Source: an optimization exercise on an open RTL-to-GDS flow (aim: small area). Production flows keep margins and buffers that such runs may drop. No functional check of the RTL was part of this run. Power figures rest on the tool's default switching activity, not on a simulated workload.

<file path="design/flow/run.sh">
#!/bin/bash
# synth_recipe.tcl (not shown) runs the flow's synth.tcl, then flattens the netlist and writes it again
# the make line also repeats each setting of config.mk as NAME=value (left out here)
make -C /OpenROAD-flow-scripts/flow DESIGN_CONFIG=/design/flow/config.mk WORK_HOME=/design/flow/orfs CLKGATE_MAP_FILE= SYNTH_SCRIPT=/design/flow/synth_recipe.tcl finish
</file>
<file path="design/flow/config.mk">
export PLATFORM = sky130hd
export DESIGN_NAME = oled_top
export DESIGN_NICKNAME = oled_top
export VERILOG_FILES = /design/flow/design.v
export SDC_FILE = /design/flow/constraint.sdc
export NUM_CORES = 4
export LEC_CHECK = 0
export ABC_AREA = 1
export CAP_MARGIN = 20
export CORE_MARGIN = 2
export CORE_UTILIZATION = 60
export PLACE_DENSITY = 0.8
export SLEW_MARGIN = 20
</file>
<file path="design/flow/constraint.sdc">
create_clock -name core_clock -period 10.0 [get_ports {clk}]
set_input_delay 2.0000 -clock core_clock [delete_from_list [all_inputs] [get_ports {clk}]]
set_output_delay 2.0000 -clock core_clock [all_outputs]
set_load 0.01 [all_outputs]
</file>
<file path="design/flow/design.v">
module oled_top(
    input clk,
    input rst,
    output sck,
    output reg miso,
    output reg reset_oled,
    output dc,
    output sck_reg
    );
    localparam [2:0] INIT1 = 3'd0,   
                     INIT2 = 3'd1,   
                     CLEAR = 3'd2,
                     WRITE = 3'd3,
                     GAP   = 3'd4,   
                     DONE  = 3'd6;
    reg [5:0] dcnt;
    reg sr;
    reg [3:0] slot;
    reg [11:0] ptr;
    reg [2:0] ph;
    assign sck_reg = sr;
    wire tick = (dcnt == 6'd50);
    wire rise = tick & ~sr;
    wire fall = tick & sr;
    wire [1:0] bc = ptr[1:0];
    wire [6:0] x  = ptr[8:2];
    wire [2:0] pg = ptr[11:9];
    wire is_init = (ph == INIT1) | (ph == INIT2);
    wire is_cw   = (ph == CLEAR) | (ph == WRITE);
    wire is_wr   = (ph == WRITE);
    wire x_mod6 = (x == 7'd36) | (x == 7'd42) | (x == 7'd48) | (x == 7'd54) | (x == 7'd60) | (x == 7'd66) | (x == 7'd72) | (x == 7'd78) | (x == 7'd84);
    wire col_end   = is_cw & (bc == 2'd0);
    wire block_end = is_wr ? (col_end & x_mod6) : (ptr == 12'd0);
    wire jump = (slot == (4'd14 - {2'b00, block_end, col_end}));
    wire [6:0] font;
    assign font[0] = (x == 7'd31) | (x == 7'd35) | (x == 7'd37) | (x == 7'd38) | (x == 7'd39) | (x == 7'd40) | (x == 7'd41) | (x == 7'd43) | (x == 7'd49) | (x == 7'd56) | (x == 7'd57) | (x == 7'd58) | (x == 7'd61) | (x == 7'd62) | (x == 7'd63) | (x == 7'd64) | (x == 7'd65) | (x == 7'd67) | (x == 7'd68) | (x == 7'd69) | (x == 7'd70) | (x == 7'd74) | (x == 7'd75) | (x == 7'd76) | (x == 7'd77) | (x == 7'd81);
    assign font[1] = (x == 7'd31) | (x == 7'd35) | (x == 7'd37) | (x == 7'd43) | (x == 7'd49) | (x == 7'd55) | (x == 7'd59) | (x == 7'd61) | (x == 7'd67) | (x == 7'd71) | (x == 7'd73) | (x == 7'd80) | (x == 7'd82);
    assign font[2] = (x == 7'd31) | (x == 7'd35) | (x == 7'd37) | (x == 7'd43) | (x == 7'd49) | (x == 7'd55) | (x == 7'd59) | (x == 7'd61) | (x == 7'd67) | (x == 7'd71) | (x == 7'd73) | (x == 7'd79) | (x == 7'd83);
    assign font[3] = (x == 7'd31) | (x == 7'd32) | (x == 7'd33) | (x == 7'd34) | (x == 7'd35) | (x == 7'd37) | (x == 7'd38) | (x == 7'd39) | (x == 7'd40) | (x == 7'd41) | (x == 7'd43) | (x == 7'd49) | (x == 7'd55) | (x == 7'd59) | (x == 7'd61) | (x == 7'd62) | (x == 7'd63) | (x == 7'd64) | (x == 7'd65) | (x == 7'd67) | (x == 7'd68) | (x == 7'd69) | (x == 7'd70) | (x == 7'd73) | (x == 7'd75) | (x == 7'd76) | (x == 7'd77) | (x == 7'd79) | (x == 7'd80) | (x == 7'd81) | (x == 7'd82) | (x == 7'd83);
    assign font[4] = (x == 7'd31) | (x == 7'd35) | (x == 7'd37) | (x == 7'd43) | (x == 7'd49) | (x == 7'd55) | (x == 7'd59) | (x == 7'd61) | (x == 7'd67) | (x == 7'd73) | (x == 7'd77) | (x == 7'd79) | (x == 7'd83);
    assign font[5] = (x == 7'd31) | (x == 7'd35) | (x == 7'd37) | (x == 7'd43) | (x == 7'd49) | (x == 7'd55) | (x == 7'd59) | (x == 7'd61) | (x == 7'd67) | (x == 7'd73) | (x == 7'd77) | (x == 7'd79) | (x == 7'd83);
    assign font[6] = (x == 7'd31) | (x == 7'd35) | (x == 7'd37) | (x == 7'd38) | (x == 7'd39) | (x == 7'd40) | (x == 7'd41) | (x == 7'd43) | (x == 7'd44) | (x == 7'd45) | (x == 7'd46) | (x == 7'd47) | (x == 7'd49) | (x == 7'd50) | (x == 7'd51) | (x == 7'd52) | (x == 7'd53) | (x == 7'd56) | (x == 7'd57) | (x == 7'd58) | (x == 7'd61) | (x == 7'd67) | (x == 7'd74) | (x == 7'd75) | (x == 7'd76) | (x == 7'd79) | (x == 7'd83);
    wire [7:0] init_byte;
    assign init_byte[0] = (ptr[3:0] == 4'd6) | (ptr[3:0] == 4'd8) | (ptr[3:0] == 4'd10) | (ptr[3:0] == 4'd11) | (ptr[3:0] == 4'd12) | (ptr[3:0] == 4'd13) | (ptr[3:0] == 4'd15);
    assign init_byte[1] = (ptr[3:0] == 4'd5) | (ptr[3:0] == 4'd11) | (ptr[3:0] == 4'd15);
    assign init_byte[2] = (ptr[3:0] == 4'd5) | (ptr[3:0] == 4'd6) | (ptr[3:0] == 4'd8) | (ptr[3:0] == 4'd9) | (ptr[3:0] == 4'd11) | (ptr[3:0] == 4'd15);
    assign init_byte[3] = (ptr[3:0] == 4'd5) | (ptr[3:0] == 4'd8) | (ptr[3:0] == 4'd11) | (ptr[3:0] == 4'd12) | (ptr[3:0] == 4'd15);
    assign init_byte[4] = (ptr[3:0] == 4'd6) | (ptr[3:0] == 4'd9) | (ptr[3:0] == 4'd12) | (ptr[3:0] == 4'd13);
    assign init_byte[5] = (ptr[3:0] == 4'd5) | (ptr[3:0] == 4'd13) | (ptr[3:0] == 4'd14) | (ptr[3:0] == 4'd15);
    assign init_byte[6] = (ptr[3:0] == 4'd6) | (ptr[3:0] == 4'd11) | (ptr[3:0] == 4'd12) | (ptr[3:0] == 4'd13);
    assign init_byte[7] = (ptr[3:0] == 4'd5) | (ptr[3:0] == 4'd6) | (ptr[3:0] == 4'd7) | (ptr[3:0] == 4'd8) | (ptr[3:0] == 4'd10) | (ptr[3:0] == 4'd11) | (ptr[3:0] == 4'd12) | (ptr[3:0] == 4'd13) | (ptr[3:0] == 4'd14) | (ptr[3:0] == 4'd15);
    wire [2:0] page = is_wr ? ((x >= 7'd60) ? 3'd4 : 3'd3) : pg;
    reg [7:0] byte_out;
    always @(*)
        if (is_init) byte_out = init_byte;
        else case (bc)
            2'd0: byte_out = {5'b10110, page};
            2'd1: byte_out = {5'b00010, x[6:4]};
            2'd2: byte_out = {4'b0000, x[3:0]};
            default: byte_out = is_wr ? {1'b0, font} : 8'h00;
        endcase
    assign sck = slot[3] | sr;
    assign dc  = is_cw & (bc == 2'd3) & (~slot[3] | (slot == 4'd15));
    always @(posedge clk)
        if (rst) begin
            dcnt <= 6'd0;
            sr <= 1'b0;
        end else if (tick) begin
            dcnt <= 6'd0;
            sr <= ~sr;
        end else
            dcnt <= dcnt + 6'd1;
    always @(posedge clk)
        if (rst)
            miso <= 1'b0;
        else if (fall & ~slot[3])
            miso <= byte_out[slot[2:0]];
    always @(posedge clk)
        if (rst)
            reset_oled <= 1'b0;
        else if (ph == INIT1 && slot == 4'd14 && dcnt == 6'd10)
            reset_oled <= 1'b1;
        else if (ph == INIT1 && slot == 4'd15 && ptr[3:0] == 4'd13 && dcnt == 6'd4 && !sr)
            reset_oled <= 1'b0;
        else if (ph == GAP && ptr == 12'd95 && dcnt == 6'd8 && !sr)
            reset_oled <= 1'b1;
    always @(posedge clk)
        if (rst) begin
            slot <= 4'd14;
            ptr <= 12'd4085;
            ph <= INIT1;
        end else if (rise) begin
            if (ph == GAP) begin
                if (ptr == 12'd193) begin
                    ph <= INIT2;
                    ptr <= 12'd4085;
                    slot <= 4'd8;
                end else
                    ptr <= ptr + 12'd1;
            end else if (ph != DONE) begin
                if (slot == 4'd15)
                    ptr <= ptr + 12'd1;
                if (is_init && !reset_oled)
                    ph <= GAP;
                if (jump) begin
                    if (is_wr && x == 7'd84)
                        ph <= DONE;
                    else begin
                        slot <= 4'd8;
                        if (block_end) begin
                            if (is_init) ph <= CLEAR;
                            else if (ph == CLEAR) begin
                                ph <= WRITE;
                                ptr <= {3'd0, 7'd30, 2'd0};
                            end
                        end
                    end
                end else
                    slot <= slot - 4'd1;
            end
        end
endmodule
</file>
==> notes.md <==
==> registers in the layout (all words and copies together) (netlist names) <==
name	flops
reset_oled	1
sr	1
ph	3
miso	1
slot	4
dcnt	6
ptr	12
==> worst min path at each step <==
stage | startpoint | endpoint | slack, ns
global placement | dcnt[0] | dcnt[0] | 0.43
floorplan | dcnt[0] | dcnt[0] | 0.42
finish | dcnt[0] | dcnt[0] | 0.45
global route | dcnt[0] | dcnt[0] | 0.47
CTS | dcnt[0] | dcnt[0] | 0.46
detailed placement | dcnt[0] | dcnt[0] | 0.44
==> power by group through the flow <==
stage	clock (mW)	combinational, mW	sequential (mW)
after global placement	0	0.00640	0.116
after detailed placement	0	0.00671	0.116
after global routing	0.0968	0.00796	0.113
after CTS	0.0937	0.00674	0.113
after floorplan	0	0.00493	0.116
final	0.0915	0.00678	0.113
==> worst max-delay path: cells and delay by family (launching register included) <==
| family | cells | cell delay, ns |
|---|---|---|
| and+or+nand+nor | 1 | 0.18 |
| DFF | 1 | 0.50 |
| AOI/OAI and AO/OA | 1 | 0.21 |
| adders and majority gates | 1 | 0.21 |
| buffers and inverters | 1 | 0.56 |
==> layer usage <==
layer  vias to the layer above  part of all wire
li1                       1670                 -
met1                      1553              0.42
met2                       208              0.45
met3                        33             0.098
met4                         0             0.030
met5                         -                 0
==> Yosys cell counts, types with 9 or more instances <==
| master | number |
|---|---|
| ha_1 | 11 |
| inv_2 | 13 |
| o21ai_0 | 28 |
| nand4_1 | 9 |
| a21oi_1 | 34 |
| dfxtp_1 | 28 |
| inv_1 | 47 |
| nor2_1 | 72 |
| nor3_1 | 12 |
| nand2_1 | 144 |
| nand3_1 | 25 |
==> kinds of logic after synthesis <==
| group | after synthesis | synth area share |
|---|---|---|
| flops | 28 | 0.187 |
| fa+ha+maj | 11 | 0.0459 |
| simple gates | 295 | 0.454 |
| compound gates | 89 | 0.170 |
| buf+inv | 77 | 0.111 |
| xor+xnor | 11 | 0.0321 |
==> layout by cell type (no fill, tap or decap), types with 2 or more instances in the layout <==
| cell type | Yosys | routed |
|---|---|---|
| a21oi_1 | 34 | 34 |
| a31oi_1 | 3 | 3 |
| clkbuf_8 | 0 | 3 |
| clkdlybuf4s50_1 | 0 | 6 |
| clkinv_1 | 2 | 2 |
| dfxtp_1 | 28 | 28 |
| ha_1 | 11 | 11 |
| inv_1 | 47 | 47 |
| inv_2 | 13 | 13 |
| nand2_1 | 144 | 144 |
| nand2_2 | 2 | 2 |
| nand2_4 | 6 | 6 |
| nand3_1 | 25 | 25 |
| nand3_2 | 2 | 2 |
| nand3b_1 | 3 | 3 |
| nand4_1 | 9 | 9 |
| nor2_1 | 72 | 72 |
| nor2_2 | 4 | 4 |
| nor2_4 | 4 | 4 |
| nor3_1 | 12 | 12 |
| nor3_2 | 2 | 2 |
| nor4_1 | 5 | 5 |
| nor4_4 | 2 | 2 |
| o2111ai_1 | 2 | 2 |
| o211ai_1 | 7 | 7 |
| o21a_1 | 2 | 2 |
| o21ai_0 | 28 | 28 |
| o22ai_1 | 6 | 6 |
| xnor2_1 | 4 | 4 |
| xor2_1 | 7 | 7 |
==> metrics by stage <==
step / hold slack (ns) / cells / power [mW] / utilization / setup WS, ns
floorplan: 0.417 / 511 / 0.121 / - / 7.00
global placement: 0.429 / 571 / 0.122 / 0.639 / 6.41
detailed placement: 0.441 / 571 / 0.123 / 0.639 / 6.35
CTS: 0.458 / 575 / 0.214 / 0.654 / 6.05
global route: 0.474 / 575 / 0.218 / 0.654 / 5.92
finish: 0.455 / 575 / 0.212 / 0.654 / 6.06
==> final cells by class <==
cell class                      count  area [um^2]
Multi-Input combinational cell    406         2110
Clock inverter                      1         30.0
Fill cell                         465         1660
Sequential cell                    28          561
Inverter                           64          246
Clock buffer                        3         41.3
Tap cell                           67         83.8
Timing Repair Buffer                6         60.1
==> flow_summary_export.csv <==
group,metric,value,unit
clock_network,cts_setup_buffers,0,
global_route,gr-usage-all-layers,0.329,
place,port_buffers,6,
layout,n_antenna_cell,0,
yosys,yosysWarnings,1,
clock_network,cts_hold_buf,0,
layout,layout-drive-gt1-share,0.0886,
global_route,grt_overflow,0,
worst_hold_path,hold_path_class,"flip-flop to flip-flop",
power,power.density,67.6,nW/um^2
power,p_sw_frac,0.204,
die,die_w,74.7,um
yosys,syn-num-nets,524,
yosys,ys.flop_type,"dfxtp_1",
run_status,status,"timing/DRC/antenna clean",
place,place.gp.congestion,1.01,
setup_path,start_kind,"flip-flop",
setup_path,criticalPathCategory,"flip-flop to output pin",
layout,final_nets,522,
global_route,use_met1,0.439,
clock_network,tritoncts,"done",
sta,post-route-min-period,3.94,ns
global_route,grt_busiest_layer,"met2",
die,core_area,4790,um^2
clock_network,cts_sinks,28,
clock_network,cts_max_level,1,
setup_path,rr_worst_depth,15,
die,design.die.area,5580,um^2
sta,slew_headroom,0.597,
global_route,groute.layer.met3.usage,0.0763,
yosys,synth-edff-count,0,
sta,fmax,0.254,GHz
global_route,met2_usage,0.513,
yosys,synth.avg_cell_area,5.87,um^2
yosys,yosysTopAreaCellShare,0.187,
yosys,yosysSeqAreaShare,0.187,
worst_hold_path,hold-path-cell-count,1,
power,p_sw,0.0432,mW
global_route,antenna_found_initial,0,
setup_path,rrSetupSlack,6.44,ns
power,p_int,0.168,mW
setup_path,required,8.00,ns
power,p_seq_frac,0.536,
detailed_routing,drt_wl_total,8600,um
clock_network,numCtsBuffers,3,
setup_path,cp-startpoint,"slot[1]",
yosys,synth-seq-cells,28,
sta,finalClockSkew,0.00228,ns
die,row_count,25,
power,power_frac_comb,0.032,
detailed_routing,ant_nets,0,
detailed_routing,vias,3464,
global_route,grt_pass1_vias,3121,
detailed_routing,route.detailed.drc,0,
detailed_routing,vias_per_cell,6.02,
yosys,synth_cell_types,44,
clock_network,clk_latency,0.28,ns
yosys,yosysTopAreaCell,"dfxtp_1",
sta,setup_viol,0,
setup_path,worstReg2RegEnd,"slot[3]",
setup_path,arrival,1.94,ns
sta,fin_crit_sh,0.394,
sta,tightestPinTransition,0.604,ns
yosys,synthArstFlopShare,0,
die,io_pins,7,
setup_path,critical_path.cell_chain,"ha_1 -> nand3_1 -> a21oi_1 -> clkdlybuf4s50_1",
power,clkPwrFrac,0.432,
sta,rsz0062_at_grt,"false",
power,cellLeakagePower,1.52,nW
global_route,grt_max_degree,19,
sta,fin_setup_tns,0,ns
detailed_routing,dr.pass1.iters,8,
detailed_routing,drt_iter0_markers,337,
sta,finalMaxSlewViolations,0,
setup_path,cp_slowest_cell,"clkdlybuf4s50_1",
place,placed_cell_area,3060,um^2
layout,final_area,3130,um^2
yosys,syn_area,3000,um^2
place,hpwl,6630,um
power,ir_worst_vdd,0.0000646,V
sta,hold_viol_final,0,
clock_network,cts_buffer_depth,2,
setup_path,r2r-start,"ptr[2]",
layout,area_growth,4.25,%
setup_path,end_kind,"output pin",
detailed_routing,wl_per_cell,14.9,um
die,die_h,74.7,um
setup_path,critPathCapture,"dc",
clock_network,ctsResizeCount,0,
clock_network,cts-root-buf,"clkbuf_8",
global_route,grt_pass1_wl,14400,um
yosys,synthTopCellsByArea,"dfxtp_1 (19%), nand2_1 (18%), nor2_1 (9.0%), inv_1 (5.9%), a21oi_1 (5.7%)",
setup_path,slowest_delay,0.56,ns
yosys,synthCells,511,
setup_path,cp_max_fo,8,
die,start_util,0.627,
clock_network,path_clk_slew,0.10,ns
run,cap_violations,0,

==> separate check: timing with driven ports <==
How much do the figures lean on ideal ports? The routed layout below was timed once more, with nothing changed but the port constraints. Step 1 assumes that a clkbuf_16 drives the clock port and a buf_2 every other input. Step 2 also shifts input and output timing later by t, the mid clock arrival at the registers, as if the neighbouring blocks saw the same clock. a / b / c = ideal / step 1 / step 2; a / b = the first two.
t, ns: 0.311
slack for setup (ns): 6.059 / 6.029 / 6.313
hold slack, ns: 0.455 / 0.455 / 0.455
After both steps setup and hold are still met in this run. The setup slack of this run moves by -0.030 ns with the drivers and by +0.254 ns with both steps.
